This is an optimization exercise on Yosys and OpenROAD, whose aim is small area and a short achievable clock period, not a production implementation.
RTL that was checked went through simulation tests only; none was proved equivalent to the original.
For runs 3 to 6, only the layout was checked, not whether the RTL still works.

$ cat flow/config.mk
export PLATFORM = sky130hd
export DESIGN_NAME = sm3
export DESIGN_NICKNAME = sm3
export VERILOG_FILES = /design/flow/design.v
export SDC_FILE = /design/flow/constraint.sdc
export NUM_CORES = 4
export LEC_CHECK = 0
export CAP_MARGIN = 20
export CORE_MARGIN = 2
export CORE_UTILIZATION = 40
export SLEW_MARGIN = 20
$ cat flow/constraint.sdc
create_clock -name core_clock -period 10.5 [get_ports {clk}]
set_input_delay 2.1000 -clock core_clock [delete_from_list [all_inputs] [get_ports {clk}]]
set_output_delay 2.1000 -clock core_clock [all_outputs]
set_load 0.01 [all_outputs]
$ cat flow/design.v
`timescale 1ns / 1ps
module sm3_padding(
    input wire clk,
    input wire rst_n,
    input wire data,
    input wire data_en,
    output wire sbit,
    output reg [8:0] tcnt,
    output reg cblk,         
    output reg clast,        
    output reg p0            
);
    reg den1, den2, den3;
    reg din1, din2;
    reg pz;                  
    reg fin;                 
    reg [15:0] len;
    wire mstart = den1 & ~den2;
    wire first_pad = den3 & ~den2;
    wire act = den2 | first_pad | pz;
    wire tend = (tcnt == 9'd511);
    assign sbit = den2 ? din2 :
                  first_pad ? 1'b1 :
                  (fin & (tcnt[8:4] == 5'b11111)) ? len[~tcnt[3:0]] : 1'b0;
    always @(posedge clk) begin
        din1 <= data;
        din2 <= din1;
    end
    always @(posedge clk or negedge rst_n) begin
        if (rst_n == 1'b0) begin
            den1 <= 1'b0;
            den2 <= 1'b0;
            den3 <= 1'b0;
            pz <= 1'b0;
            fin <= 1'b0;
            cblk <= 1'b0;
            clast <= 1'b0;
            p0 <= 1'b0;
            tcnt <= 9'd0;
        end
        else begin
            den1 <= data_en;
            den2 <= den1;
            den3 <= den2;
            tcnt <= mstart ? 9'd0 : tcnt + 9'd1;
            if (mstart) begin
                cblk <= 1'b0;
                clast <= 1'b0;
                p0 <= 1'b1;
            end
            else if (tend) begin
                cblk <= act;
                clast <= fin;
                p0 <= 1'b0;
            end
            if (tend & (pz | first_pad)) begin
                pz <= ~fin;
                fin <= ~fin;
            end
            else if (first_pad) begin
                pz <= 1'b1;
                fin <= (tcnt[8:6] != 3'b111);
            end
        end
    end
    always @(posedge clk) begin
        len <= mstart ? 16'd0 : len + {15'd0, den2};
    end
endmodule
`timescale 1ns / 1ps
module sm3_core(
    input wire clk,
    input wire rst_n,
    input wire sbit,
    input wire [8:0] tcnt,
    input wire cblk,
    input wire clast,
    input wire p0,
    output reg hash_value,
    output reg hash_value_en
);
    localparam [255:0] IV = 256'h7380166f4914b2b9172442d7da8a0600a96f30bc163138aae38dee4db0fb0e4e;
    function [31:0] p0f;
        input [31:0] x;
        begin
            p0f = x ^ {x[22:0], x[31:23]} ^ {x[14:0], x[31:15]};
        end
    endfunction
    function [31:0] p1f;
        input [31:0] x;
        begin
            p1f = x ^ {x[16:0], x[31:17]} ^ {x[8:0], x[31:9]};
        end
    endfunction
    wire [3:0] q = tcnt[8:5];
    wire [4:0] r = tcnt[4:0];
    wire busy = cblk & (tcnt >= 9'd2) & (tcnt <= 9'd129);
    wire xc = busy & ~tcnt[0];
    wire yc = busy & tcnt[0];
    wire expy = yc & (tcnt <= 9'd105);
    wire fold = cblk & (tcnt == 9'd130);
    wire lds = (tcnt[7:0] == 8'd130);
    wire [5:0] j = tcnt[6:1] - 6'd1;
    wire hi_ins = ((r == {q, 1'b1}) & (q != 4'd1) & (q != 4'd2) & (q != 4'd3)) |
                  ((q == 4'd4) & ((r == 5'd3) | (r == 5'd5) | (r == 5'd7)));
    wire [4:0] rm3 = r - 5'd3;
    wire win = clast & (tcnt >= 9'd131) & (tcnt <= 9'd386);
    reg [31:0] ibuf;
    reg [31:0] e0, e1, e2, e3;
    always @(posedge clk) begin
        ibuf <= {ibuf[30:0], sbit};
        if (r == 5'd0) begin
            case (tcnt[6:5])
                2'd1: e0 <= ibuf;
                2'd2: e1 <= ibuf;
                2'd3: e2 <= ibuf;
                default: e3 <= ibuf;
            endcase
        end
    end
    reg [31:0] esel;
    always @(*) begin
        case (rm3[2:1])
            2'd0: esel = e0;
            2'd1: esel = e1;
            2'd2: esel = e2;
            default: esel = e3;
        endcase
    end
    reg [15:0] rg [0:31];
    reg [15:0] wlo;
    reg lo_pend;
    wire [31:0] wy0  = {rg[0], rg[1]};
    wire [31:0] wy3  = {rg[6], rg[7]};
    wire [31:0] wy7  = {rg[14], rg[15]};
    wire [31:0] wy10 = {rg[20], rg[21]};
    wire [31:0] wy13 = {rg[26], rg[27]};
    wire [31:0] wx0  = {rg[1], rg[2]};
    wire [31:0] wx4  = {rg[9], rg[10]};
    wire [31:0] wnew = p1f(wy0 ^ wy7 ^ {wy13[16:0], wy13[31:17]}) ^ {wy3[24:0], wy3[31:25]} ^ wy10;
    wire [15:0] tin = hi_ins ? esel[31:16] :
                      expy ? wnew[31:16] :
                      lo_pend ? wlo : rg[0];
    integer k;
    always @(posedge clk) begin
        for (k = 0; k < 31; k = k + 1)
            rg[k] <= rg[k + 1];
        rg[31] <= tin;
        wlo <= hi_ins ? esel[15:0] : wnew[15:0];
    end
    always @(posedge clk or negedge rst_n) begin
        if (rst_n == 1'b0)
            lo_pend <= 1'b0;
        else
            lo_pend <= hi_ins | expy;
    end
    reg [31:0] A, B, C, D, E, F, G, H;
    reg [31:0] ss1, q1, q2;
    wire lo16 = (j[5:4] == 2'b00);
    wire [31:0] tj = lo16 ? 32'h79cc4519 : 32'h7a879d8a;
    wire [31:0] tjr = (tj << j[4:0]) | (tj >> (6'd32 - {1'b0, j[4:0]}));
    wire [31:0] a12 = {A[19:0], A[31:20]};
    wire [31:0] ss_sum = a12 + E + tjr;
    wire [31:0] ff = lo16 ? (A ^ B ^ C) : ((A & B) | (A & C) | (B & C));
    wire [31:0] gg = lo16 ? (E ^ F ^ G) : ((E & F) | (~E & G));
    wire [31:0] tt1 = q1 + (ss1 ^ a12);
    wire [31:0] tt2 = q2 + ss1;
    reg [255:0] V;
    wire [255:0] S = {A, B, C, D, E, F, G, H};
    always @(posedge clk) begin
        ss1 <= {ss_sum[24:0], ss_sum[31:25]};
        q1 <= ff + D + (wx0 ^ wx4);
        q2 <= gg + H + wx0;
        if (yc) begin
            A <= tt1;
            B <= A;
            C <= {B[22:0], B[31:23]};
            D <= C;
            E <= p0f(tt2);
            F <= E;
            G <= {F[12:0], F[31:13]};
            H <= G;
        end
        else if (lds) begin
            {A, B, C, D, E, F, G, H} <= V;
        end
    end
    wire [7:0] ividx = 8'd129 - tcnt[7:0];
    wire ivbit = IV[ividx];
    wire [255:0] vrot = {V[254:0], V[255]} ^ ({S[254:0], S[255]} & {256{fold}});
    always @(posedge clk) begin
        V <= {vrot[255:1], p0 ? ivbit : vrot[0]};
        hash_value <= V[0] & win;
    end
    always @(posedge clk or negedge rst_n) begin
        if (rst_n == 1'b0)
            hash_value_en <= 1'b0;
        else
            hash_value_en <= win;
    end
endmodule
`timescale 1ns / 1ps
module sm3(
    input wire clk,
    input wire rst_n,
    input wire data,
    input wire data_en,
    output wire hash_value,
    output wire hash_value_en
);
    wire sbit;
    wire [8:0] tcnt;
    wire cblk, clast, p0;
    sm3_padding sm3_padding(
        .clk(clk),
        .rst_n(rst_n),
        .data(data),
        .data_en(data_en),
        .sbit(sbit),
        .tcnt(tcnt),
        .cblk(cblk),
        .clast(clast),
        .p0(p0)
    );
    sm3_core sm3_core(
        .clk(clk),
        .rst_n(rst_n),
        .sbit(sbit),
        .tcnt(tcnt),
        .cblk(cblk),
        .clast(clast),
        .p0(p0),
        .hash_value(hash_value),
        .hash_value_en(hash_value_en)
    );
endmodule
$ cat flow/run.sh
#!/bin/bash
# synth_recipe.tcl (not shown) runs the flow's synth.tcl, then flattens the netlist and writes it again
# the make line also repeats each setting of config.mk as NAME=value (left out here)
make -C /OpenROAD-flow-scripts/flow DESIGN_CONFIG=/design/flow/config.mk WORK_HOME=/design/flow/orfs CLKGATE_MAP_FILE= SYNTH_SCRIPT=/design/flow/synth_recipe.tcl finish
==> out/metrics.cfg, run 1 <==
[final_layout]
final_nets=5494
syn_to_final_growth_pct=12.4
drive_above_1_share=0.0991
final_cells=7189
utilization=0.454

[flow_run]
cap_violations=0

[routing]
drt-total-wl_um=160000
vias=37300
viasPerCell=5.19
drc=0
ant_nets=0
drt-initial-drc-count=2896
first_pass_iters=8
post_drt_wl_per_cell_um=22.2

[setup_path]
cp_data_arrival_time_ps=9010
crit_buf_inv=6
path_common_cell=a21oi_1
worstPathMaxFanout=39
worst-setup-path-type=reg -> reg
cpPeakStageDelay_ps=610
path_delay_family=compound AO/OA/AOI/OAI gates
cp-start-kind=register
endpoint_kind=register
cp_slowest_cell=ha_1
crit_required_ps=11120

[synth]
synth_area_um2=57400
synthFlopType=dfxtp_1
synth_seq_area_share=0.534
synth-seq-cells=1334
yosys_warnings=3
synth-edff-count=384
synthArstFlopShare=0.0142
syn_nets=5485
netlist-cell-type-count=86
avgSynthCellArea_um2=11.1
syn_inst=5175

[cts]
post-cts-setup-buffers=0
clock_tree.root_cell=clkbuf_16
clk_path_buf_depth=3
numCtsBuffers=138
cts_tree=yes
htreeDepth=4
clkLatencyLatePin_ps=780
cts_resized=0
ctsHoldBuffers=0
clock-sinks=1334
path_clk_slew_ps=60

[floorplanning]
die_h_um=383
coreArea_um2=142000
dieWidth_um=383
initial_core_util=0.404
pin_count=6
die-area_um2=147000
num_rows=138

[placement]
dp.cells=6934
place_ws_ps=2250
gp_congestion=0.910
place_hpwl_um=117000
io_buffers=5

[status]
outcome=complete, no violations

[sta]
grt_setup_unrepaired=false
relSlewSlack=0.248
layout_worst_path_cycle_share=0.799
hold_violations=0
slew_violations=0
setup_slack_ps=2110
fmax_mhz=119
worstMarginPinSlew_ps=1110
holdWs_ps=308
period_needed_ps=8390
skew_ps=61.8
tns_ps=0
setup_violations=0

[global_routing]
overflow=0
grt_start_max_net_pins=174
grt_first_pass_wirelength_um=238000
met1_usage=0.329
antenna_found_initial=7
busiest_layer=met1
gr-usage-met2=0.329
grt_use_total=0.218
grt_pass1_vias=36400
met3_usage=0.0287

[hold_path]
min_path_type=reg -> reg

[kinds of logic after synthesis]
| kind of cell | synth area share |
|---|---|
| compound gates | 0.0933 |
| xor+xnor | 0.113 |
| fa+ha+maj | 0.0839 |
| buf+inv | 0.0312 |
| flops | 0.534 |
| mux | 0.0549 |
| simple gates | 0.0897 |
[flip-flops by register name (all words and copies together) (netlist names), 16 cells and up]
name             flops
sm3_core.e3         32
sm3_core.q2         32
sm3_core.wlo        16
sm3_core.e2         32
sm3_core.e1         32
sm3_core.D          32
sm3_core.V         256
sm3_core.rg        512
sm3_core.B          32
sm3_core.ibuf       32
sm3_core.F          32
sm3_core.G          32
sm3_core.E          32
sm3_core.A          32
sm3_core.q1         32
sm3_padding.len     16
sm3_core.ss1        32
sm3_core.C          32
sm3_core.e0         32
sm3_core.H          32
[stage by stage]
stage	cell area (um2)
2_1_floorplan	57400
3_3_place_gp	59700
3_5_place_dp	59700
4_1_cts	64500
5_1_grt	64500
6_report	64500
[cell type report]
| type | count | area (um2) |
|---|---|---|
| fill | 13100 | 77400 |
| sequential | 1334 | 30600 |
| multi-input combinational | 3369 | 25100 |
| clock buffer | 202 | 4170 |
| tap | 1890 | 2360 |
| inverter | 286 | 1070 |
| clock inverter | 51 | 649 |
| timing repair buffer | 55 | 450 |
| antenna | 2 | 5.00 |
[synthesized netlist by cell type, types with 11 or more instances]
library cell | n | area (um2)
nor2_1 | 239 | 897
a21oi_1 | 255 | 1280
o21bai_1 | 13 | 97.6
ha_1 | 176 | 2200
and3_1 | 26 | 163
nor2b_1 | 29 | 181
or3_1 | 19 | 119
a31oi_1 | 25 | 156
inv_1 | 284 | 1070
edfxtp_1 | 384 | 11500
nor4_1 | 12 | 75.1
xnor2_1 | 559 | 4900
xor2_1 | 174 | 1520
a21o_1 | 61 | 458
a211oi_1 | 39 | 293
o211ai_1 | 43 | 323
mux2_2 | 174 | 1960
o21a_1 | 24 | 180
nand2_1 | 644 | 2420
buf_1 | 27 | 101
nand3_1 | 60 | 300
nor3_1 | 85 | 425
mux2i_1 | 31 | 310
dfrtp_1 | 19 | 475
clkbuf_1 | 152 | 571
o31ai_1 | 15 | 113
mux4_2 | 39 | 878
fa_1 | 130 | 2600
dfxtp_1 | 931 | 18600
o22ai_1 | 11 | 68.8
and2_1 | 12 | 75.1
nand2b_1 | 16 | 100
o21ai_0 | 302 | 1510
[cell usage in the layout, fill, tap and decap left out, drive strengths merged, types with 12 or more instances in the layout]
cell    Yosys  routed
a211oi     39      39
a21o       61      61
a21oi     255     255
a31oi      25      25
and2       12      12
and3       26      26
buf        34      50
clkbuf    152     202
clkinv      1      41
dfrtp      19      19
dfxtp     931     931
edfxtp    384     384
fa        130     130
ha        176     176
inv       285     288
mux2      174     174
mux2i      31      31
mux4       39      39
nand2     644     644
nand2b     16      16
nand3      60      60
nor2      240     240
nor2b      29      29
nor3       85      85
nor4       13      13
o211ai     43      43
o21a       24      24
o21ai     311     311
o21bai     13      13
o31ai      16      16
or3        19      19
xnor2     561     561
xor2      174     174
[metal layers]
metal / vias to the layer above / part of all wire
li1: 17700 / -
met1: 18500 / 0.49
met2: 1004 / 0.44
met3: 183 / 0.054
met4: 2 / 0.021
met5: - / 0.000075
[worst paths after layout]
| path | depth (start not counted) | slack (ps) | end | start |
|---|---|---|---|---|
| worst max-delay path | 30 | 2110 | sm3_core.ss1[5]$_DFF_P_ | sm3_padding.tcnt[1]$_DFF_PN0_ |
| min in group asynchronous | 2 | 1680 | sm3_padding.den1$_DFF_PN0_ | rst_n |
| max in group asynchronous | 2 | 8550 | sm3_padding.tcnt[1]$_DFF_PN0_ | rst_n |
| worst max register to register | 30 | 2110 | sm3_core.ss1[5]$_DFF_P_ | sm3_padding.tcnt[1]$_DFF_PN0_ |
| worst min register to register | 0 | 310 | sm3_core.rg[22][14]$_DFF_P_ | sm3_core.rg[23][14]$_DFF_P_ |
| worst min-delay path | 0 | 310 | sm3_core.rg[22][14]$_DFF_P_ | sm3_core.rg[23][14]$_DFF_P_ |
[worst register-to-register path: cells and delay by family (launching register included)]
family	cells	cell delay, ps
adders and majority gates	4	1910
xor gates and xnor gates	2	270
DFF	1	390
and+or+nand+nor	5	1320
muxes	1	190
buffers and inverters	6	1270
AOI/OAI and AO/OA	12	2880
==> run 2: changes to the inputs <==
--- a/flow/config.mk
+++ b/flow/config.mk
@@ -5,7 +5,8 @@
 export SDC_FILE = /design/flow/constraint.sdc
 export NUM_CORES = 4
 export LEC_CHECK = 0
+export ABC_CLOCK_PERIOD_IN_PS = 3000
 export CAP_MARGIN = 20
 export CORE_MARGIN = 2
-export CORE_UTILIZATION = 40
+export CORE_UTILIZATION = 55
 export SLEW_MARGIN = 20
==> out/metrics.cfg, run 2 <==
[status]
outcome=complete, no violations  ; unchanged

[cts]
clkLatencyLatePin_ps=750  ; was 780 ps
clock-sinks=1334  ; unchanged
numCtsBuffers=137  ; was 138
clock_tree.root_cell=clkbuf_16  ; unchanged
post-cts-setup-buffers=0  ; unchanged
cts_resized=0  ; unchanged
clk_path_buf_depth=3  ; unchanged
htreeDepth=4  ; unchanged
cts_tree=yes  ; unchanged
ctsHoldBuffers=0  ; unchanged
path_clk_slew_ps=60  ; about the same

[synth]
yosys.area.top_type=dfxtp_1  ; unchanged
synth-edff-count=384  ; unchanged
netlist-cell-type-count=86  ; unchanged
syn_nets=5485  ; unchanged
synthArstFlopShare=0.0142  ; unchanged
synthFlopType=dfxtp_1  ; unchanged
yosys_warnings=3  ; unchanged
yosysMostFrequentCell=dfxtp_1  ; unchanged
synth-seq-cells=1334  ; unchanged
synth_area_leaders=dfxtp_1, edfxtp_1, xnor2_1  ; unchanged
syn_inst=5175  ; unchanged
avgSynthCellArea_um2=11.1  ; unchanged
synth_area_um2=57400  ; unchanged
synth_seq_area_share=0.534  ; unchanged
synth_top_area_frac=0.325  ; unchanged
yosys-top-cells-count=dfxtp_1, nand2_1, xnor2_1, edfxtp_1, o21ai_0  ; unchanged

[sta]
fmax_mhz=114  ; was 119 MHz
tns_ps=0  ; unchanged
setup_slack_ps=1700  ; was 2110 ps
grt_setup_unrepaired=false  ; unchanged
period_needed_ps=8800  ; was 8390 ps
worstMarginPinSlew_ps=1180  ; was 1110 ps
relSlewSlack=0.216  ; was 0.248
slew_violations=0  ; unchanged
skew_ps=39.3  ; was 61.8 ps
layout_worst_path_cycle_share=0.838  ; was 0.799
hold_violations=0  ; unchanged
setup_violations=0  ; unchanged

[setup_path]
worstPathMaxFanout=32  ; was 39
crit_buf_inv=5  ; was 6
cp_data_arrival_time_ps=9390  ; was 9010 ps
cp_slowest_cell=ha_1  ; unchanged
crit_required_ps=11090  ; was 11120 ps
cpPeakStageDelay_ps=680  ; was 610 ps
endpoint_kind=register  ; unchanged
worst-setup-path-type=reg -> reg  ; unchanged
path_delay_family=compound AO/OA/AOI/OAI gates  ; unchanged
cp-start-kind=register  ; unchanged

[routing]
vias=37400  ; was 37300
viasPerCell=5.61  ; was 5.19
post_drt_wl_per_cell_um=24.4  ; was 22.2 um
drt-total-wl_um=163000  ; was 160000 um
first_pass_iters=6  ; was 8
drc=0  ; unchanged
drt-initial-drc-count=3352  ; was 2896
ant_nets=0  ; unchanged

[placement]
place_ws_ps=1820  ; was 2250 ps
io_buffers=5  ; unchanged
place_hpwl_um=122000  ; was 117000 um
dpl-instance-area_um2=59000  ; was 59700 um2
gp_congestion=0.969  ; was 0.910

[final_layout]
utilization=0.614  ; was 0.454
top_register=sm3_core.rg  ; unchanged
drive_above_1_share=0.0970  ; was 0.0991
largest_reg_flops=512  ; unchanged
final_cell_mix=dfxtp_1, nand2_1, xnor2_1  ; unchanged
largestRegisters=sm3_core.rg: 512 flops, sm3_core.V: 256 flops  ; unchanged
final_cell_area_um2=63600  ; was 64500 um2
final_common_cell=dfxtp_1  ; unchanged
syn_to_final_growth_pct=10.8  ; was 12.4%
fillers=8446  ; was 13100
final_nets=5487  ; was 5494

[hold_path]
min_path_type=reg -> reg  ; unchanged

[floorplanning]
dieWidth_um=327  ; was 383 um
num_rows=118  ; was 138
die_h_um=327  ; was 383 um
die-area_um2=107000  ; was 147000 um2
coreArea_um2=103000  ; was 142000 um2
initial_core_util=0.554  ; was 0.404
pin_count=6  ; unchanged

[global_routing]
grt_first_pass_wirelength_um=238000  ; about the same
antenna_found_initial=7  ; unchanged
grt_pass1_vias=35800  ; was 36400
grt_start_max_net_pins=190  ; was 174
overflow=0  ; unchanged
grt_use_total=0.304  ; was 0.218

[flow_run]
cap_violations=0  ; unchanged

==> run 2: cell counts after synthesis <==
Identical to the previous run, type by type.
==> run 2: per-stage QoR <==
stage	hold WS (ps)	cells
2_1_floorplan	310	5175
3_3_place_gp	310	6418
3_5_place_dp	312	6418
4_1_cts	315	6669
5_1_grt	321	6669
6_report	311	6672
==> run 2: worst paths after layout <==
| kind | from | end | slack (ps) | cells past startpoint |
|---|---|---|---|---|
| max in group asynchronous | rst_n | sm3_padding.tcnt[1]$_DFF_PN0_ | 8530 | 2 |
| worst min-delay path | sm3_core.rg[24][3]$_DFF_P_ | sm3_core.rg[23][3]$_DFF_P_ | 310 | 0 |
| worst max register to register | sm3_padding.tcnt[1]$_DFF_PN0_ | sm3_core.ss1[6]$_DFF_P_ | 1700 | 30 |
| worst max-delay path | sm3_padding.tcnt[1]$_DFF_PN0_ | sm3_core.ss1[6]$_DFF_P_ | 1700 | 30 |
| worst min register to register | sm3_core.rg[24][3]$_DFF_P_ | sm3_core.rg[23][3]$_DFF_P_ | 310 | 0 |
| min in group asynchronous | rst_n | sm3_core.hash_value_en$_DFF_PN0_ | 1720 | 2 |
==> run 2: cell families (layout without fill, tap and decap cells) <==
logic type	count (synthesis)	in the layout	share of synthesized area
compound gates	890	890	0.0933
xor+xnor	736	736	0.113
fa+ha+maj	307	307	0.0839
buf+inv	472	586	0.0312
flops	1334	1334	0.534
mux	244	244	0.0549
other cells	0	3	0
simple gates	1192	1192	0.0897
==> run 2: area by class of cell <==
type                       count  area [um2]  share of cell area
timing repair buffer          49         405             0.00637
sequential                  1334       30600               0.482
antenna                        3        7.51            0.000118
clock buffer                 196        4020              0.0632
clock inverter                55         546             0.00858
multi-input combinational   3369       25200               0.396
inverter                     286        1070              0.0169
tap                         1380        1730              0.0272
==> run 2: worst reg2reg max path: cells and delay by family, from the launching register on <==
family / cells / cell delay, ps
AOI/OAI and AO/OA: 14 / 3250
xor gates and xnor gates: 1 / 160
adders and majority gates: 5 / 2160
buffers and inverters: 5 / 1240
and+or+nand+nor: 5 / 1460
DFF: 1 / 400
==> run 2: routing by layer <==
metal / wire length, um / global-route usage
met5: 0 / 0
met1: 74900 / 0.443
met2: 72500 / 0.466
met4: 5020 / 0.0978
met3: 10400 / 0.0470
==> run 3: changes to the inputs <==
--- a/flow/design.v
+++ b/flow/design.v
@@ -92,19 +92,106 @@
             p1f = x ^ {x[16:0], x[31:17]} ^ {x[8:0], x[31:9]};
         end
     endfunction
+    wire [8:0] tn = tcnt + 9'd1;
+    wire [3:0] qn = tn[8:5];
+    wire [4:0] rn = tn[4:0];
+    wire [4:0] rnm3 = rn - 5'd3;
+    reg xc, yc, expy, fold, lds, hi_ins, win, lo16;
+    reg [1:0] esl;
+    reg [31:0] trot;
+    always @(posedge clk or negedge rst_n) begin
+        if (rst_n == 1'b0) begin
+            xc <= 1'b0;
+            yc <= 1'b0;
+            expy <= 1'b0;
+            fold <= 1'b0;
+            lds <= 1'b0;
+            hi_ins <= 1'b0;
+            win <= 1'b0;
+        end
+        else begin
+            xc <= cblk & (tn >= 9'd2) & (tn <= 9'd129) & ~tn[0];
+            yc <= cblk & (tn >= 9'd2) & (tn <= 9'd129) & tn[0];
+            expy <= cblk & (tn >= 9'd2) & (tn <= 9'd105) & tn[0];
+            fold <= cblk & (tn == 9'd130);
+            lds <= (tn[7:0] == 8'd130);
+            hi_ins <= ((rn == {qn, 1'b1}) & (qn != 4'd1) & (qn != 4'd2) & (qn != 4'd3)) |
+                      ((qn == 4'd4) & ((rn == 5'd3) | (rn == 5'd5) | (rn == 5'd7)));
+            win <= clast & (tn >= 9'd131) & (tn <= 9'd386);
+        end
+    end
+    always @(posedge clk) begin
+        esl <= rnm3[2:1];
+        lo16 <= (tcnt[6:5] == 2'b00);
+        case (tcnt[6:1])
+            6'd0: trot <= 32'h79cc4519;
+            6'd1: trot <= 32'hf3988a32;
+            6'd2: trot <= 32'he7311465;
+            6'd3: trot <= 32'hce6228cb;
+            6'd4: trot <= 32'h9cc45197;
+            6'd5: trot <= 32'h3988a32f;
+            6'd6: trot <= 32'h7311465e;
+            6'd7: trot <= 32'he6228cbc;
+            6'd8: trot <= 32'hcc451979;
+            6'd9: trot <= 32'h988a32f3;
+            6'd10: trot <= 32'h311465e7;
+            6'd11: trot <= 32'h6228cbce;
+            6'd12: trot <= 32'hc451979c;
+            6'd13: trot <= 32'h88a32f39;
+            6'd14: trot <= 32'h11465e73;
+            6'd15: trot <= 32'h228cbce6;
+            6'd16: trot <= 32'h9d8a7a87;
+            6'd17: trot <= 32'h3b14f50f;
+            6'd18: trot <= 32'h7629ea1e;
+            6'd19: trot <= 32'hec53d43c;
+            6'd20: trot <= 32'hd8a7a879;
+            6'd21: trot <= 32'hb14f50f3;
+            6'd22: trot <= 32'h629ea1e7;
+            6'd23: trot <= 32'hc53d43ce;
+            6'd24: trot <= 32'h8a7a879d;
+            6'd25: trot <= 32'h14f50f3b;
+            6'd26: trot <= 32'h29ea1e76;
+            6'd27: trot <= 32'h53d43cec;
+            6'd28: trot <= 32'ha7a879d8;
+            6'd29: trot <= 32'h4f50f3b1;
+            6'd30: trot <= 32'h9ea1e762;
+            6'd31: trot <= 32'h3d43cec5;
+            6'd32: trot <= 32'h7a879d8a;
+            6'd33: trot <= 32'hf50f3b14;
+            6'd34: trot <= 32'hea1e7629;
+            6'd35: trot <= 32'hd43cec53;
+            6'd36: trot <= 32'ha879d8a7;
+            6'd37: trot <= 32'h50f3b14f;
+            6'd38: trot <= 32'ha1e7629e;
+            6'd39: trot <= 32'h43cec53d;
+            6'd40: trot <= 32'h879d8a7a;
+            6'd41: trot <= 32'h0f3b14f5;
+            6'd42: trot <= 32'h1e7629ea;
+            6'd43: trot <= 32'h3cec53d4;
+            6'd44: trot <= 32'h79d8a7a8;
+            6'd45: trot <= 32'hf3b14f50;
+            6'd46: trot <= 32'he7629ea1;
+            6'd47: trot <= 32'hcec53d43;
+            6'd48: trot <= 32'h9d8a7a87;
+            6'd49: trot <= 32'h3b14f50f;
+            6'd50: trot <= 32'h7629ea1e;
+            6'd51: trot <= 32'hec53d43c;
+            6'd52: trot <= 32'hd8a7a879;
+            6'd53: trot <= 32'hb14f50f3;
+            6'd54: trot <= 32'h629ea1e7;
+            6'd55: trot <= 32'hc53d43ce;
+            6'd56: trot <= 32'h8a7a879d;
+            6'd57: trot <= 32'h14f50f3b;
+            6'd58: trot <= 32'h29ea1e76;
+            6'd59: trot <= 32'h53d43cec;
+            6'd60: trot <= 32'ha7a879d8;
+            6'd61: trot <= 32'h4f50f3b1;
+            6'd62: trot <= 32'h9ea1e762;
+            6'd63: trot <= 32'h3d43cec5;
+        endcase
+    end
     wire [3:0] q = tcnt[8:5];
     wire [4:0] r = tcnt[4:0];
-    wire busy = cblk & (tcnt >= 9'd2) & (tcnt <= 9'd129);
-    wire xc = busy & ~tcnt[0];
-    wire yc = busy & tcnt[0];
-    wire expy = yc & (tcnt <= 9'd105);
-    wire fold = cblk & (tcnt == 9'd130);
-    wire lds = (tcnt[7:0] == 8'd130);
-    wire [5:0] j = tcnt[6:1] - 6'd1;
-    wire hi_ins = ((r == {q, 1'b1}) & (q != 4'd1) & (q != 4'd2) & (q != 4'd3)) |
-                  ((q == 4'd4) & ((r == 5'd3) | (r == 5'd5) | (r == 5'd7)));
-    wire [4:0] rm3 = r - 5'd3;
-    wire win = clast & (tcnt >= 9'd131) & (tcnt <= 9'd386);
     reg [31:0] ibuf;
     reg [31:0] e0, e1, e2, e3;
     always @(posedge clk) begin
@@ -120,7 +207,7 @@
     end
     reg [31:0] esel;
     always @(*) begin
-        case (rm3[2:1])
+        case (esl)
             2'd0: esel = e0;
             2'd1: esel = e1;
             2'd2: esel = e2;
@@ -156,21 +243,21 @@
     end
     reg [31:0] A, B, C, D, E, F, G, H;
     reg [31:0] ss1, q1, q2;
-    wire lo16 = (j[5:4] == 2'b00);
-    wire [31:0] tj = lo16 ? 32'h79cc4519 : 32'h7a879d8a;
-    wire [31:0] tjr = (tj << j[4:0]) | (tj >> (6'd32 - {1'b0, j[4:0]}));
     wire [31:0] a12 = {A[19:0], A[31:20]};
-    wire [31:0] ss_sum = a12 + E + tjr;
     wire [31:0] ff = lo16 ? (A ^ B ^ C) : ((A & B) | (A & C) | (B & C));
     wire [31:0] gg = lo16 ? (E ^ F ^ G) : ((E & F) | (~E & G));
-    wire [31:0] tt1 = q1 + (ss1 ^ a12);
-    wire [31:0] tt2 = q2 + ss1;
+    wire [31:0] ss_sum, q1n, q2n, tt1, tt2;
+    sm3_add3 add_ss(.a(a12), .b(E), .c(trot), .s(ss_sum));
+    sm3_add3 add_q1(.a(ff), .b(D), .c(wx0 ^ wx4), .s(q1n));
+    sm3_add3 add_q2(.a(gg), .b(H), .c(wx0), .s(q2n));
+    sm3_add32 add_t1(.a(q1), .b(ss1 ^ a12), .s(tt1));
+    sm3_add32 add_t2(.a(q2), .b(ss1), .s(tt2));
     reg [255:0] V;
     wire [255:0] S = {A, B, C, D, E, F, G, H};
     always @(posedge clk) begin
         ss1 <= {ss_sum[24:0], ss_sum[31:25]};
-        q1 <= ff + D + (wx0 ^ wx4);
-        q2 <= gg + H + wx0;
+        q1 <= q1n;
+        q2 <= q2n;
         if (yc) begin
             A <= tt1;
             B <= A;
@@ -198,6 +285,43 @@
         else
             hash_value_en <= win;
     end
+endmodule
+module sm3_add32(
+    input wire [31:0] a,
+    input wire [31:0] b,
+    output wire [31:0] s
+);
+    wire [191:0] g;
+    wire [191:0] p;
+    assign g[31:0] = a & b;
+    assign p[31:0] = a ^ b;
+    genvar l, i;
+    generate
+        for (l = 0; l < 5; l = l + 1) begin : lv
+            for (i = 0; i < 32; i = i + 1) begin : bt
+                if ((i >> l) & 1) begin : cmb
+                    localparam integer J = ((i >> l) << l) - 1;
+                    assign g[(l + 1) * 32 + i] = g[l * 32 + i] | (p[l * 32 + i] & g[l * 32 + J]);
+                    assign p[(l + 1) * 32 + i] = p[l * 32 + i] & p[l * 32 + J];
+                end
+                else begin : pas
+                    assign g[(l + 1) * 32 + i] = g[l * 32 + i];
+                    assign p[(l + 1) * 32 + i] = p[l * 32 + i];
+                end
+            end
+        end
+    endgenerate
+    assign s = p[31:0] ^ {g[190:160], 1'b0};
+endmodule
+module sm3_add3(
+    input wire [31:0] a,
+    input wire [31:0] b,
+    input wire [31:0] c,
+    output wire [31:0] s
+);
+    wire [31:0] x = a ^ b ^ c;
+    wire [31:0] y = (a & b) | (a & c) | (b & c);
+    sm3_add32 add(.a(x), .b({y[30:0], 1'b0}), .s(s));
 endmodule
 `timescale 1ns / 1ps
 module sm3(
==> flow/config.mk (replaced) <==
export PLATFORM = sky130hd
export DESIGN_NAME = sm3
export DESIGN_NICKNAME = sm3
export VERILOG_FILES = /design/flow/design.v
export SDC_FILE = /design/flow/constraint.sdc
export NUM_CORES = 4
export LEC_CHECK = 0
export CAP_MARGIN = 20
export CORE_MARGIN = 2
export CORE_UTILIZATION = 40
export SLEW_MARGIN = 20
==> out/metrics.cfg, run 3 <==
[status]
outcome=complete, no violations  ; unchanged

[final_layout]
largestRegisters=sm3_core.rg: 512 flops, sm3_core.V: 256 flops  ; unchanged
final_common_cell=dfxtp_1  ; unchanged
syn_to_final_growth_pct=13.1  ; was 10.8%
final_cell_mix=dfxtp_1, xnor2_1, nand2_1  ; was dfxtp_1, nand2_1, xnor2_1
utilization=0.455  ; was 0.614
top_register=sm3_core.rg  ; unchanged
drive_above_1_share=0.129  ; was 0.0970
final_nets=4942  ; was 5487
largest_reg_flops=512  ; unchanged

[hold_path]
holdPathStages=0  ; unchanged
min_to=sm3_core.rg[4][10]$_DFF_P_  ; was sm3_core.rg[23][3]$_DFF_P_
min_path_type=reg -> reg  ; unchanged
hold_start=sm3_core.rg[5][10]$_DFF_P_  ; was sm3_core.rg[24][3]$_DFF_P_

[synth]
synth.area.mux_share=0.0750  ; was 0.0549
yosys.area.top_type=dfxtp_1  ; unchanged
avgSynthCellArea_um2=12.3  ; was 11.1 um2
synthXorXnorAreaFrac=0.118  ; was 0.113
yosys-top-cells-count=dfxtp_1, xnor2_1, nand2_1, edfxtp_1, mux2_2  ; was dfxtp_1, nand2_1, xnor2_1, edfxtp_1, o21ai_0
yosys_warnings=3  ; unchanged
synth_top_area_frac=0.344  ; was 0.325
synthFlopType=dfxtp_1  ; unchanged
synth-seq-cells=1375  ; was 1334
synth_seq_area_share=0.560  ; was 0.534
syn_nets=4909  ; was 5485
synth-simple-area-share=0.0638  ; was 0.0897
synth_compound_area_frac=0.0661  ; was 0.0933
syn_inst=4585  ; was 5175
synth_area_leaders=dfxtp_1, edfxtp_1, xnor2_1  ; unchanged
netlist-cell-type-count=79  ; was 86
synthArstFlopShare=0.0182  ; was 0.0142
synth_top_family_by_area=XOR/XNOR gates  ; unchanged
synth_area_um2=56200  ; was 57400 um2
synth_fa_ha_area_frac=0.0909  ; was 0.0839
synth-edff-count=384  ; unchanged
yosysMostFrequentCell=dfxtp_1  ; unchanged

[sta]
hold_violations=0  ; unchanged
fmax_mhz=190  ; was 114 MHz
layout_worst_path_cycle_share=0.501  ; was 0.838
relSlewSlack=0.288  ; was 0.216
worstMarginPinSlew_ps=1070  ; was 1180 ps
tns_ps=0  ; unchanged
setup_violations=0  ; unchanged
slew_violations=0  ; unchanged
grt_setup_unrepaired=false  ; unchanged
skew_ps=72.4  ; was 39.3 ps
period_needed_ps=5260  ; was 8800 ps

[setup_path]
worst-setup-path-type=reg -> reg  ; unchanged
cp_data_arrival_time_ps=5960  ; was 9390 ps
crit_required_ps=11210  ; was 11090 ps
worst_r2r_endpoint=sm3_core.q2[31]$_DFF_P_  ; was sm3_core.ss1[6]$_DFF_P_
worstPathMaxFanout=90  ; was 32
r2r-start=sm3_core.lo16$_DFF_P_  ; was sm3_padding.tcnt[1]$_DFF_PN0_
startpoint=sm3_core.lo16$_DFF_P_  ; was sm3_padding.tcnt[1]$_DFF_PN0_
reg2reg_depth=17  ; was 30
rrSetupSlack_ps=5240  ; was 1700 ps
endpoint_kind=register  ; unchanged
cp-start-kind=register  ; unchanged

[floorplanning]
initial_core_util=0.403  ; was 0.554
pin_count=6  ; unchanged
die-area_um2=144000  ; was 107000 um2
num_rows=137  ; was 118
dieWidth_um=379  ; was 327 um
die_h_um=379  ; was 327 um
coreArea_um2=140000  ; was 103000 um2

[cts]
cts_resized=0  ; unchanged
clk_path_buf_depth=3  ; unchanged
ctsHoldBuffers=0  ; unchanged
cts_tree=yes  ; unchanged
htreeDepth=4  ; unchanged
post-cts-setup-buffers=0  ; unchanged
clock_tree.root_cell=clkbuf_16  ; unchanged
path_clk_slew_ps=60  ; about the same
numCtsBuffers=143  ; was 137
clock-sinks=1375  ; was 1334
clkLatencyLatePin_ps=790  ; was 750 ps

[global_routing]
grt_pass1_vias=32000  ; was 35800
grt_first_pass_wirelength_um=206000  ; was 238000 um
antenna_found_initial=4  ; was 7
overflow=0  ; unchanged
grt_start_max_net_pins=146  ; was 190
grt_use_total=0.194  ; was 0.304

[routing]
drt-initial-drc-count=2676  ; was 3352
drt-total-wl_um=139000  ; was 163000 um
post_drt_wl_per_cell_um=20.9  ; was 24.4 um
ant_nets=0  ; unchanged
viasPerCell=4.93  ; was 5.61
vias=32700  ; was 37400
first_pass_iters=5  ; was 6
drc=0  ; unchanged

[placement]
gp_congestion=0.916  ; was 0.969
io_buffers=5  ; unchanged
place_hpwl_um=100000  ; was 122000 um

[flow_run]
cap_violations=0  ; unchanged

## run 3: cell types whose count changed after synthesis, moves of 24 or more
cell,delta
mux2_2,+85
xnor2_1,-25
o21ai_0,-156
nor3_1,-53
xor2_1,+36
a21oi_1,-81
nor2_1,-69
dfxtp_1,+35
o21a_1,+24
o211ai_1,-28
nand2_1,-207
inv_1,-55
## run 3: layout make-up
cell class                      instances  area [um2]
Fill cell                           12700       76000
Sequential cell                      1375       31500
Multi-Input combinational cell       2827       23300
Clock buffer                          209        4250
Tap cell                             1876        2350
Clock inverter                         59         916
Inverter                              231         867
Timing Repair Buffer                   40         338
Antenna cell                            1        2.50
## run 3: worst max-delay path: stages (launching register included)
cell and delay (ps):
dfxtp_4 800, buf_4 830, o21a_1 190, a31oi_1 40
o21ai_0 120, nand2_1 100, fa_1 530, inv_1 60
ha_1 270, a21oi_1 170, nor2_1 90, nor3_1 390
nor3_1 160, o2111ai_1 390, o31ai_1 220, a41o_1 310
o41ai_1 310, xnor2_1 150
## run 3: how the worst max path moves through the flow
stage	to	slack, ps	cells past startpoint
after global placement	sm3_core.q2[31]$_DFF_P_	5440	17
after floorplan	sm3_core.A[0]$_DFFE_PP_	5940	3
final	sm3_core.q2[31]$_DFF_P_	5240	17
after CTS	sm3_core.q2[30]$_DFF_P_	5340	18
after global routing	sm3_core.q2[30]$_DFF_P_	4850	18
after detailed placement	sm3_core.q2[31]$_DFF_P_	5360	17
## run 3: cell families after synthesis
family	after synthesis
xor+xnor	751
buf+inv	383
flops	1375
fa+ha+maj	320
simple gates	830
compound gates	587
mux	339
## run 3: through the flow
| stage | cells | instance area [um2] | hold WS, ps | setup WS [ps] |
|---|---|---|---|---|
| CTS | 6617 | 63500 | 299 | 5340 |
| global placement | 6348 | 58300 | 310 | 5440 |
| finish | 6618 | 63500 | 298 | 5240 |
| detailed placement | 6349 | 58400 | 312 | 5360 |
| floorplan | 4585 | 56200 | 310 | 5940 |
| global route | 6617 | 63500 | 303 | 4850 |
## run 3: layer usage
layer,share of wire,GRT usage,wire length (um)
met2,0.44,0.293,61100
met3,0.052,0.0290,7260
met1,0.47,0.283,65700
met5,0,0,0
met4,0.032,0.0705,4480
==> run 4: changes to the inputs <==
--- a/flow/design.v
+++ b/flow/design.v
@@ -96,7 +96,7 @@
     wire [3:0] qn = tn[8:5];
     wire [4:0] rn = tn[4:0];
     wire [4:0] rnm3 = rn - 5'd3;
-    reg xc, yc, expy, fold, lds, hi_ins, win, lo16;
+    reg xc, yc, expy, fold, lds, hi_ins, win, lo16, lo16n;
     reg [1:0] esl;
     reg [31:0] trot;
     always @(posedge clk or negedge rst_n) begin
@@ -123,6 +123,7 @@
     always @(posedge clk) begin
         esl <= rnm3[2:1];
         lo16 <= (tcnt[6:5] == 2'b00);
+        lo16n <= (tcnt[6:5] != 2'b00);
         case (tcnt[6:1])
             6'd0: trot <= 32'h79cc4519;
             6'd1: trot <= 32'hf3988a32;
@@ -245,7 +246,7 @@
     reg [31:0] ss1, q1, q2;
     wire [31:0] a12 = {A[19:0], A[31:20]};
     wire [31:0] ff = lo16 ? (A ^ B ^ C) : ((A & B) | (A & C) | (B & C));
-    wire [31:0] gg = lo16 ? (E ^ F ^ G) : ((E & F) | (~E & G));
+    wire [31:0] gg = ~lo16n ? (E ^ F ^ G) : ((E & F) | (~E & G));
     wire [31:0] ss_sum, q1n, q2n, tt1, tt2;
     sm3_add3 add_ss(.a(a12), .b(E), .c(trot), .s(ss_sum));
     sm3_add3 add_q1(.a(ff), .b(D), .c(wx0 ^ wx4), .s(q1n));
@@ -299,8 +300,8 @@
     generate
         for (l = 0; l < 5; l = l + 1) begin : lv
             for (i = 0; i < 32; i = i + 1) begin : bt
-                if ((i >> l) & 1) begin : cmb
-                    localparam integer J = ((i >> l) << l) - 1;
+                if (i >= (1 << l)) begin : cmb
+                    localparam integer J = i - (1 << l);
                     assign g[(l + 1) * 32 + i] = g[l * 32 + i] | (p[l * 32 + i] & g[l * 32 + J]);
                     assign p[(l + 1) * 32 + i] = p[l * 32 + i] & p[l * 32 + J];
                 end
--- a/flow/config.mk
+++ b/flow/config.mk
@@ -5,7 +5,8 @@
 export SDC_FILE = /design/flow/constraint.sdc
 export NUM_CORES = 4
 export LEC_CHECK = 0
+export ABC_CLOCK_PERIOD_IN_PS = 3000
 export CAP_MARGIN = 20
 export CORE_MARGIN = 2
-export CORE_UTILIZATION = 40
+export CORE_UTILIZATION = 55
 export SLEW_MARGIN = 20
==> out/metrics.cfg, run 4 <==
[setup_path]
worstPathMaxFanout=64  ; was 90
rrSetupSlack_ps=5720  ; was 5240 ps
worst-setup-path-type=reg -> reg  ; unchanged
startpoint=sm3_core.lo16n$_DFF_P_  ; was sm3_core.lo16$_DFF_P_
worst_r2r_endpoint=sm3_core.q2[30]$_DFF_P_  ; was sm3_core.q2[31]$_DFF_P_
r2r-start=sm3_core.lo16n$_DFF_P_  ; was sm3_core.lo16$_DFF_P_
cp-start-kind=register  ; unchanged
cp_data_arrival_time_ps=5440  ; was 5960 ps
crit_required_ps=11160  ; was 11210 ps
cp-endpoint=sm3_core.q2[30]$_DFF_P_  ; was sm3_core.q2[31]$_DFF_P_
reg2reg_depth=18  ; was 17
endpoint_kind=register  ; unchanged

[floorplanning]
initial_core_util=0.552  ; was 0.403
coreArea_um2=105000  ; was 140000 um2
num_rows=119  ; was 137
die_h_um=329  ; was 379 um
dieWidth_um=329  ; was 379 um
die-area_um2=108000  ; was 144000 um2
pin_count=6  ; unchanged

[synth]
syn_inst=4902  ; was 4585
synth-seq-cells=1376  ; was 1375
synthFlopType=dfxtp_1  ; unchanged
yosys.area.top_type=dfxtp_1  ; unchanged
synth_fa_ha_area_frac=0.0827  ; was 0.0909
synth_seq_area_share=0.544  ; was 0.560
synth-simple-area-share=0.0679  ; was 0.0638
synth_top_family_by_area=XOR/XNOR gates  ; unchanged
yosysMostFrequentCell=dfxtp_1  ; unchanged
synthXorXnorAreaFrac=0.117  ; was 0.118
syn_nets=5211  ; was 4909
avgSynthCellArea_um2=11.8  ; was 12.3 um2
synth_area_um2=58000  ; was 56200 um2
synthArstFlopShare=0.0182  ; about the same
synth-edff-count=384  ; unchanged
synth.area.mux_share=0.0805  ; was 0.0750
synth_area_leaders=dfxtp_1, edfxtp_1, xnor2_1  ; unchanged
synth_compound_area_frac=0.0831  ; was 0.0661
yosys_warnings=3  ; unchanged
synth_top_area_frac=0.334  ; was 0.344
netlist-cell-type-count=86  ; was 79
yosys-top-cells-count=dfxtp_1, xnor2_1, nand2_1, edfxtp_1, mux2_2  ; unchanged

[global_routing]
overflow=0  ; unchanged
grt_use_total=0.289  ; was 0.194
grt_pass1_vias=34300  ; was 32000
grt_start_max_net_pins=151  ; was 146
busiest_layer=met2  ; unchanged
gr-usage-met2=0.439  ; was 0.293
grt_first_pass_wirelength_um=227000  ; was 206000 um
met1_usage=0.423  ; was 0.283
met3_usage=0.0423  ; was 0.0290
antenna_found_initial=3  ; was 4

[final_layout]
final_cell_mix=dfxtp_1, xnor2_1, nand2_1  ; unchanged
largest_reg_flops=512  ; unchanged
final_common_cell=dfxtp_1  ; unchanged
syn_to_final_growth_pct=11.3  ; was 13.1%
final_nets=5245  ; was 4942
final_cells=6446  ; was 6618
top_register=sm3_core.rg  ; unchanged
largestRegisters=sm3_core.rg: 512 flops, sm3_core.V: 256 flops  ; unchanged
drive_above_1_share=0.126  ; was 0.129

[routing]
vias=35500  ; was 32700
drc=0  ; unchanged
ant_nets=0  ; unchanged
first_pass_iters=6  ; was 5
post_drt_wl_per_cell_um=24.3  ; was 20.9 um
drt-initial-drc-count=3163  ; was 2676
drt-total-wl_um=156000  ; was 139000 um
viasPerCell=5.51  ; was 4.93

[cts]
clock-sinks=1376  ; was 1375
cts_resized=0  ; unchanged
numCtsBuffers=141  ; was 143
clk_path_buf_depth=3  ; unchanged
post-cts-setup-buffers=0  ; unchanged
ctsHoldBuffers=0  ; unchanged
htreeDepth=4  ; unchanged
clock_tree.root_cell=clkbuf_16  ; unchanged
clkLatencyLatePin_ps=770  ; was 790 ps
cts_tree=yes  ; unchanged
path_clk_slew_ps=60  ; about the same

[hold_path]
min_path_type=reg -> reg  ; unchanged

[sta]
relSlewSlack=0.168  ; was 0.288
setup_slack_ps=5720  ; was 5240 ps
grt_setup_unrepaired=false  ; unchanged
tns_ps=0  ; unchanged
slew_violations=0  ; unchanged
hold_violations=0  ; unchanged
worstMarginPinSlew_ps=1230  ; was 1070 ps
fmax_mhz=209  ; was 190 MHz
period_needed_ps=4780  ; was 5260 ps
skew_ps=41.1  ; was 72.4 ps
layout_worst_path_cycle_share=0.455  ; was 0.501
setup_violations=0  ; unchanged

[placement]
place_hpwl_um=116000  ; was 100000 um
gp_congestion=0.922  ; was 0.916
place_ws_ps=5820  ; was 5360 ps
dp.cells=6183  ; was 6349
io_buffers=5  ; unchanged

[status]
outcome=complete, no violations  ; unchanged

[flow_run]
cap_violations=0  ; unchanged

run 4: cell count changes after synthesis, moves of 13 or more:
cell	delta
xnor2_1	+59
a21oi_1	+56
nor2_1	+56
o21ai_0	+50
xor2_1	-41
mux2i_1	+29
a21o_1	+20
fa_1	-17
o21a_1	-14
mux2_2	+13
nand2_1	+13
run 4: through the flow:
| step | hold WS [ps] | utilization | cell area, um2 |
|---|---|---|---|
| 4_1_cts | 305 | 0.614 | 64500 |
| 5_1_grt | 317 | 0.615 | 64500 |
| 2_1_floorplan | 310 | - | 58000 |
| 6_report | 311 | 0.615 | 64500 |
| 3_3_place_gp | 310 | 0.567 | 59600 |
| 3_5_place_dp | 312 | 0.567 | 59600 |
run 4: worst min path at each step:
stage / start / end / slack [ps] / cells past startpoint
final: sm3_core.rg[13][15]$_DFF_P_ / sm3_core.rg[12][15]$_DFF_P_ / 310 / 0
after global routing: sm3_core.rg[18][9]$_DFF_P_ / sm3_core.rg[17][9]$_DFF_P_ / 320 / 0
after CTS: sm3_core.rg[13][15]$_DFF_P_ / sm3_core.rg[12][15]$_DFF_P_ / 310 / 0
after detailed placement: sm3_core.rg[16][11]$_DFF_P_ / sm3_core.rg[15][11]$_DFF_P_ / 310 / 0
after global placement: sm3_core.rg[29][7]$_DFF_P_ / sm3_core.rg[28][7]$_DFF_P_ / 310 / 0
after floorplan: sm3_core.rg[11][0]$_DFF_P_ / sm3_core.rg[10][0]$_DFF_P_ / 310 / 0
run 4: area by class of cell:
class / instances / area (um2)
Antenna cell: 3 / 7.51
Clock buffer: 204 / 4190
Clock inverter: 55 / 711
Fill cell: 8483 / 40500
Inverter: 225 / 845
Multi-Input combinational cell: 3137 / 25000
Sequential cell: 1376 / 31500
Tap cell: 1391 / 1740
Timing Repair Buffer: 55 / 470
run 4: cells by family (layout without fill, tap and decap cells):
group           Yosys count  in the layout
compound gates          772            772
xor+xnor                766            766
simple gates            912            912
other cells               0              3
flops                  1376           1376
fa+ha+maj               305            305
buf+inv                 389            539
mux                     382            382
run 4: worst max-delay path, cell delays in order (launching register included):
cell and delay (ps):
dfxtp_2 310, buf_4 560, nor2_1 150, xnor2_1 160, nand2_1 60, o21ai_0 70
a31oi_1 230, fa_1 490, inv_1 80, ha_1 220, a21o_1 160, a21oi_1 310
o21ai_0 170, a211oi_2 280, o21ai_1 200, a311o_1 410, a31o_2 300, a221oi_1 320
xnor2_1 150
run 4: routing by layer:
metal	routed length [um]	share of wire	vias up
li1	-	-	17000
met1	74100	0.47	17500
met2	69000	0.44	839
met3	7970	0.051	212
met4	5410	0.035	0
met5	0	0	-
==> run 5: changes to the inputs <==
--- a/flow/config.mk
+++ b/flow/config.mk
@@ -9,4 +9,7 @@
 export CAP_MARGIN = 20
 export CORE_MARGIN = 2
 export CORE_UTILIZATION = 55
+export CTS_BUF_LIST = sky130_fd_sc_hd__clkbuf_8
+export CTS_CLUSTER_DIAMETER = 60
+export CTS_CLUSTER_SIZE = 20
 export SLEW_MARGIN = 20
==> out/metrics.cfg, run 5 <==
[status]
outcome=complete, no violations  ; unchanged

[cts]
cts_resized=0  ; unchanged
clkLatencyLatePin_ps=840  ; was 770 ps
clk_path_buf_depth=3  ; unchanged
clock-sinks=1376  ; unchanged
path_clk_slew_ps=110  ; was 60 ps
post-cts-setup-buffers=0  ; unchanged
numCtsBuffers=103  ; was 141
cts_tree=yes  ; unchanged
ctsHoldBuffers=0  ; unchanged
clock_tree.root_cell=clkbuf_8  ; was clkbuf_16
htreeDepth=3  ; was 4

[synth]
netlist-cell-type-count=86  ; unchanged
synthArstFlopShare=0.0182  ; unchanged
synth_area_um2=58000  ; unchanged
synth_area_leaders=dfxtp_1, edfxtp_1, xnor2_1  ; unchanged
yosys_warnings=3  ; unchanged
yosysMostFrequentCell=dfxtp_1  ; unchanged
avgSynthCellArea_um2=11.8  ; unchanged
synth_top_area_frac=0.334  ; unchanged
synthFlopType=dfxtp_1  ; unchanged
yosys.area.top_type=dfxtp_1  ; unchanged
synth_seq_area_share=0.544  ; unchanged
syn_nets=5211  ; unchanged
synth-seq-cells=1376  ; unchanged
syn_inst=4902  ; unchanged
synth-edff-count=384  ; unchanged
yosys-top-cells-count=dfxtp_1, xnor2_1, nand2_1, edfxtp_1, mux2_2  ; unchanged

[setup_path]
rrSetupSlack_ps=5730  ; was 5720 ps
reg2reg_depth=18  ; unchanged
path_cells=buf_4 -> nor2_1 -> xnor2_1 -> nand2_1 -> o21ai_0 -> a31oi_1 -> fa_1 -> inv_1 -> ha_1 -> a21o_1 -> a21oi_1 -> o21ai_0 -> a211oi_2 -> o21ai_1 -> a311o_1 -> a31o_2 -> a221oi_1 -> xnor2_1  ; unchanged
cp_slowest_cell=buf_4  ; unchanged
worstPathMaxFanout=64  ; unchanged
r2r-start=sm3_core.lo16n$_DFF_P_  ; unchanged
worst_r2r_endpoint=sm3_core.q2[30]$_DFF_P_  ; unchanged
cpPeakStageDelay_ps=570  ; was 560 ps
crit_required_ps=11260  ; was 11160 ps
cp-start-kind=register  ; unchanged
worst-setup-path-type=reg -> reg  ; unchanged
cp_data_arrival_time_ps=5530  ; was 5440 ps
endpoint_kind=register  ; unchanged

[final_layout]
drive_above_1_share=0.118  ; was 0.126
final_cell_mix=dfxtp_1, xnor2_1, nand2_1  ; unchanged
final_cell_area_um2=62000  ; was 64500 um2
top_register=sm3_core.rg  ; unchanged
fillers=8766  ; was 8483
syn_to_final_growth_pct=6.96  ; was 11.3%
final_common_cell=dfxtp_1  ; unchanged
utilization=0.591  ; was 0.615
final_nets=5206  ; was 5245
largest_reg_flops=512  ; unchanged
largestRegisters=sm3_core.rg: 512 flops, sm3_core.V: 256 flops  ; unchanged

[floorplanning]
num_rows=119  ; unchanged
dieWidth_um=329  ; unchanged
initial_core_util=0.552  ; unchanged
die_h_um=329  ; unchanged
coreArea_um2=105000  ; unchanged
die-area_um2=108000  ; unchanged
pin_count=6  ; unchanged

[hold_path]
min_to=sm3_core.rg[28][0]$_DFF_P_  ; was sm3_core.rg[12][15]$_DFF_P_
min_path_type=reg -> reg  ; unchanged
holdPathStages=0  ; unchanged
hold_start=sm3_core.rg[29][0]$_DFF_P_  ; was sm3_core.rg[13][15]$_DFF_P_

[global_routing]
antenna_found_initial=5  ; was 3
grt_pass1_vias=33700  ; was 34300
grt_first_pass_wirelength_um=225000  ; was 227000 um
overflow=0  ; unchanged
grt_start_max_net_pins=151  ; unchanged
grt_use_total=0.286  ; was 0.289

[placement]
gp_congestion=0.922  ; unchanged
io_buffers=5  ; unchanged
place_hpwl_um=116000  ; unchanged
dpl-instance-area_um2=59600  ; unchanged

[routing]
drt-total-wl_um=155000  ; was 156000 um
first_pass_iters=5  ; was 6
post_drt_wl_per_cell_um=24.3  ; about the same
ant_nets=0  ; unchanged
viasPerCell=5.53  ; was 5.51
drc=0  ; unchanged
drt-initial-drc-count=3271  ; was 3163
vias=35200  ; was 35500

[sta]
setup_violations=0  ; unchanged
relSlewSlack=0.171  ; was 0.168
worstMarginPinSlew_ps=1230  ; about the same
skew_ps=52.5  ; was 41.1 ps
period_needed_ps=4770  ; was 4780 ps
fmax_mhz=210  ; was 209 MHz
layout_worst_path_cycle_share=0.454  ; was 0.455
tns_ps=0  ; unchanged
hold_violations=0  ; unchanged
slew_violations=0  ; unchanged
grt_setup_unrepaired=false  ; unchanged
holdWs_ps=318  ; was 311 ps

[flow_run]
cap_violations=0  ; unchanged

[run 5: worst max path at each step]
stage / from / to / slack, ps / depth (start not counted)
detailed placement: sm3_core.lo16n$_DFF_P_ / sm3_core.q2[30]$_DFF_P_ / 5820 / 18
CTS: sm3_core.lo16n$_DFF_P_ / sm3_core.q2[30]$_DFF_P_ / 5830 / 18
floorplan: sm3_core.yc$_DFF_PN0_ / sm3_core.A[0]$_DFFE_PP_ / 5730 / 4
global route: sm3_core.lo16n$_DFF_P_ / sm3_core.q2[29]$_DFF_P_ / 5460 / 20
finish: sm3_core.lo16n$_DFF_P_ / sm3_core.q2[30]$_DFF_P_ / 5730 / 18
global placement: sm3_core.lo16n$_DFF_P_ / sm3_core.q2[30]$_DFF_P_ / 5830 / 18
[run 5: final cells by class]
class	instances	area, um2	area share
Sequential cell	1376	31500	0.508
Tap cell	1391	1740	0.0281
Clock buffer	115	1580	0.0255
Multi-Input combinational cell	3137	25000	0.403
Timing Repair Buffer	54	443	0.00714
Clock inverter	71	850	0.0137
Antenna cell	2	5.00	0.0000807
Inverter	225	845	0.0136
[run 5: critical path: cells and delay by family (launching register included)]
family	cells	cell delay, ps
adders and majority gates	2	720
and+or+nand+nor	2	210
buffers and inverters	2	650
AOI/OAI and AO/OA	10	2480
xor gates and xnor gates	2	310
DFF	1	320
[run 5: metal layers]
metal  part of all wire  up-vias  track usage
li1                   -    16800            -
met1               0.47    17400        0.420
met2               0.44      844        0.434
met3              0.053      189       0.0387
met4              0.035        0       0.0977
met5                  0        -            0
[run 5: per-stage QoR]
step / setup WS [ps] / std cells
after global placement: 5830 / 6183
after detailed placement: 5820 / 6183
final: 5730 / 6371
after floorplan: 5730 / 4902
after global routing: 5460 / 6370
after CTS: 5830 / 6369
[run 5: logic make-up after synthesis]
logic type	synth area share
DFF	0.544
adders and majority gates	0.0827
buffers and inverters	0.0255
xor gates and xnor gates	0.117
and+or+nand+nor	0.0679
muxes	0.0805
AOI/OAI and AO/OA	0.0831
==> run 6: changes to the inputs <==
--- a/flow/design.v
+++ b/flow/design.v
@@ -96,7 +96,8 @@
     wire [3:0] qn = tn[8:5];
     wire [4:0] rn = tn[4:0];
     wire [4:0] rnm3 = rn - 5'd3;
-    reg xc, yc, expy, fold, lds, hi_ins, win, lo16, lo16n;
+    reg xc, yc, expy, fold, lds, hi_ins, win;
+    reg [3:0] lof, log;
     reg [1:0] esl;
     reg [31:0] trot;
     always @(posedge clk or negedge rst_n) begin
@@ -122,8 +123,14 @@
     end
     always @(posedge clk) begin
         esl <= rnm3[2:1];
-        lo16 <= (tcnt[6:5] == 2'b00);
-        lo16n <= (tcnt[6:5] != 2'b00);
+        lof[0] <= (tcnt[6:5] == 2'b00);
+        lof[1] <= (tcnt[6:5] == 2'b00) | (tcnt[8:7] == 2'b11);
+        lof[2] <= (tcnt[6:5] == 2'b00) | (tcnt[8:7] == 2'b10);
+        lof[3] <= (tcnt[6:5] == 2'b00) & ~tcnt[8];
+        log[0] <= (tcnt[6:5] != 2'b00);
+        log[1] <= (tcnt[6:5] != 2'b00) | (tcnt[8:7] == 2'b11);
+        log[2] <= (tcnt[6:5] != 2'b00) | (tcnt[8:7] == 2'b10);
+        log[3] <= (tcnt[6:5] != 2'b00) & ~tcnt[8];
         case (tcnt[6:1])
             6'd0: trot <= 32'h79cc4519;
             6'd1: trot <= 32'hf3988a32;
@@ -245,8 +252,10 @@
     reg [31:0] A, B, C, D, E, F, G, H;
     reg [31:0] ss1, q1, q2;
     wire [31:0] a12 = {A[19:0], A[31:20]};
-    wire [31:0] ff = lo16 ? (A ^ B ^ C) : ((A & B) | (A & C) | (B & C));
-    wire [31:0] gg = ~lo16n ? (E ^ F ^ G) : ((E & F) | (~E & G));
+    wire [31:0] lofm = {{8{lof[3]}}, {8{lof[2]}}, {8{lof[1]}}, {8{lof[0]}}};
+    wire [31:0] logm = {{8{log[3]}}, {8{log[2]}}, {8{log[1]}}, {8{log[0]}}};
+    wire [31:0] ff = (lofm & (A ^ B ^ C)) | (~lofm & ((A & B) | (A & C) | (B & C)));
+    wire [31:0] gg = (~logm & (E ^ F ^ G)) | (logm & ((E & F) | (~E & G)));
     wire [31:0] ss_sum, q1n, q2n, tt1, tt2;
     sm3_add3 add_ss(.a(a12), .b(E), .c(trot), .s(ss_sum));
     sm3_add3 add_q1(.a(ff), .b(D), .c(wx0 ^ wx4), .s(q1n));
==> flow/config.mk (replaced) <==
export PLATFORM = sky130hd
export DESIGN_NAME = sm3
export DESIGN_NICKNAME = sm3
export VERILOG_FILES = /design/flow/design.v
export SDC_FILE = /design/flow/constraint.sdc
export NUM_CORES = 4
export LEC_CHECK = 0
export ABC_CLOCK_PERIOD_IN_PS = 2000
export CAP_MARGIN = 20
export CORE_MARGIN = 2
export CORE_UTILIZATION = 55
export SLEW_MARGIN = 20
==> out/metrics.cfg, run 6 <==
[status]
outcome=complete, no violations  ; unchanged

[global_routing]
grt_first_pass_wirelength_um=228000  ; was 225000 um
overflow=0  ; unchanged
antenna_found_initial=5  ; unchanged
grt_use_total=0.290  ; was 0.286

[sta]
period_needed_ps=4800  ; was 4770 ps
worstMarginPinSlew_ps=1170  ; was 1230 ps
hold_violations=0  ; unchanged
tns_ps=0  ; unchanged
holdWs_ps=310  ; was 318 ps
relSlewSlack=0.217  ; was 0.171
setup_violations=0  ; unchanged
fmax_mhz=208  ; was 210 MHz

[setup_path]
crit_required_ps=11130  ; was 11260 ps
cp_data_arrival_time_ps=5430  ; was 5530 ps
path_cells=nor2_1 -> xnor2_1 -> nand2_1 -> o21ai_0 -> a31oi_1 -> fa_1 -> inv_1 -> ha_1 -> inv_1 -> fa_1 -> nor2b_1 -> o21a_1 -> o21ai_0 -> a21oi_1 -> o31ai_1 -> nand2_1 -> a221oi_1 -> nor4bb_1 -> a211o_1  ; was buf_4 -> nor2_1 -> xnor2_1 -> nand2_1 -> o21ai_0 -> a31oi_1 -> fa_1 -> inv_1 -> ha_1 -> a21o_1 -> a21oi_1 -> o21ai_0 -> a211oi_2 -> o21ai_1 -> a311o_1 -> a31o_2 -> a221oi_1 -> xnor2_1

[synth]
synth_top_area_frac=0.336  ; was 0.334
syn_nets=5204  ; was 5211
yosys-top-cells-count=dfxtp_1, xnor2_1, nand2_1, edfxtp_1, mux2_2  ; unchanged
yosys_warnings=3  ; unchanged
avgSynthCellArea_um2=11.9  ; was 11.8 um2
synth_area_um2=58000  ; about the same
synthFlopType=dfxtp_1  ; unchanged
syn_inst=4893  ; was 4902
synth_seq_area_share=0.546  ; was 0.544

[cts]
numCtsBuffers=142  ; was 103
path_clk_slew_ps=60  ; was 110 ps
clock_tree.root_cell=clkbuf_16  ; was clkbuf_8
cts_tree=yes  ; unchanged

[routing]
first_pass_iters=6  ; was 5
post_drt_wl_per_cell_um=24.3  ; about the same
drt-total-wl_um=156000  ; was 155000 um
ant_nets=0  ; unchanged
drc=0  ; unchanged
drt-initial-drc-count=3067  ; was 3271

[floorplanning]
num_rows=119  ; unchanged
die_h_um=329  ; about the same
initial_core_util=0.552  ; about the same

[placement]
place_hpwl_um=116000  ; about the same
io_buffers=5  ; unchanged
gp_congestion=0.963  ; was 0.922

[final_layout]
top_register=sm3_core.rg  ; unchanged
utilization=0.614  ; was 0.591
drive_above_1_share=0.125  ; was 0.118
largest_reg_flops=512  ; unchanged
final_nets=5230  ; was 5206
final_cell_mix=dfxtp_1, xnor2_1, nand2_1  ; unchanged

==> run 6: changes by cell type after synthesis, sizes merged, moves of 6 or more <==
cell    change
a211oi      +7
a31oi       -9
inv        -11
dfxtp       +6
nand4      +10
nand2      +16
o21a       -16
xor2        +9
or3         -7
o211ai     +11
nand3       -7
nor3        +9
nor2       -12
==> run 6: cell type report <==
| cell class | count | area (um2) |
|---|---|---|
| fill | 8438 | 40500 |
| sequential | 1382 | 31600 |
| multi-input combinational | 3133 | 25000 |
| clock buffer | 191 | 4040 |
| tap | 1391 | 1740 |
| clock inverter | 72 | 893 |
| inverter | 214 | 803 |
| timing repair buffer | 46 | 383 |
| antenna | 1 | 2.50 |
==> run 6: final timing paths <==
kind,startpoint,endpoint,cells after the start
max,sm3_core.log[0]$_DFF_P_,sm3_core.q2[29]$_DFF_P_,19
min,sm3_core.rg[29][14]$_DFF_P_,sm3_core.rg[28][14]$_DFF_P_,0
max reg2reg,sm3_core.log[0]$_DFF_P_,sm3_core.q2[29]$_DFF_P_,19
min reg2reg,sm3_core.rg[29][14]$_DFF_P_,sm3_core.rg[28][14]$_DFF_P_,0
max in group asynchronous,rst_n,sm3_core.fold$_DFF_PN0_,2
min in group asynchronous,rst_n,sm3_padding.den3$_DFF_PN0_,2
==> run 6: per-layer routing <==
metal	routed length [um]	track usage	up-vias
met5	14	0	-
met4	5250	0.0973	2
met3	8690	0.0419	249
met2	70900	0.453	943
met1	71500	0.415	17500
li1	-	-	16900
==> run 6: kinds of logic (layout without fill, tap and decap cells) <==
logic type	count (synthesis)	count (layout)	share of synthesized area
adders and majority gates	307	307	0.0831
other	0	1	0
buffers and inverters	378	523	0.0246
xor gates and xnor gates	777	777	0.118
muxes	381	381	0.0807
and+or+nand+nor	923	923	0.0687
AOI/OAI and AO/OA	745	745	0.0798
DFF	1382	1382	0.546
==> run 6: critical path: cells and delay by family, from the launching register on <==
family / cells / cell delay (ps)
adders and majority gates: 3 / 910
AOI/OAI and AO/OA: 8 / 2110
xor gates and xnor gates: 1 / 170
DFF: 1 / 720
buffers and inverters: 2 / 130
and+or+nand+nor: 5 / 570
==> run 6: stage by stage <==
step	setup WS, ps	cells	cell area [um2]
detailed placement	5810	6166	59500
CTS	5800	6429	64500
global placement	5900	6166	59500
finish	5700	6430	64500
global route	5360	6429	64500
floorplan	5960	4893	58000

==> what the ideal ports hide <==
The flow's constraints put no driver on any port. The routed layouts listed below were extracted and timed again, unchanged, in two steps.
Step 1 (the two cells are an assumption about what drives the block):
set clk [get_ports {clk}]
set_driving_cell -lib_cell sky130_fd_sc_hd__clkbuf_16 $clk
set_driving_cell -lib_cell sky130_fd_sc_hd__buf_2 [delete_from_list [all_inputs] $clk]
Step 2 also shifts input and output timing later by t, the mid clock arrival at the registers, as if the neighbouring blocks saw the same clock.
a / b / c = no drivers / after step 1 / after step 2; a / b = the first two.
run | t, ns | setup WS [ns] | hold slack, ns | worst setup path after step 2 | slew at the worst register clock pin (ns)
run 1 | 0.826 | 2.115 / 2.115 / 2.115 | 0.308 / 0.308 / 0.308 | register to register | 0.08 / 0.08
run 2 | 0.800 | 1.702 / 1.702 / 1.702 | 0.311 / 0.311 / 0.311 | register to register | 0.07 / 0.07
run 3 | 0.832 | 5.244 / 5.244 / 5.244 | 0.298 / 0.298 / 0.298 | register to register | 0.07 / 0.07
run 4 | 0.818 | 5.724 / 5.724 / 5.724 | 0.311 / 0.311 / 0.311 | register to register | 0.06 / 0.06
run 5 | 0.875 | 5.730 / 5.730 / 5.730 | 0.318 / 0.318 / 0.318 | register to register | 0.12 / 0.12
run 6 | 0.831 | 5.697 / 5.697 / 5.697 | 0.310 / 0.310 / 0.310 | register to register | 0.07 / 0.07
After both steps every run listed still meets setup and hold.
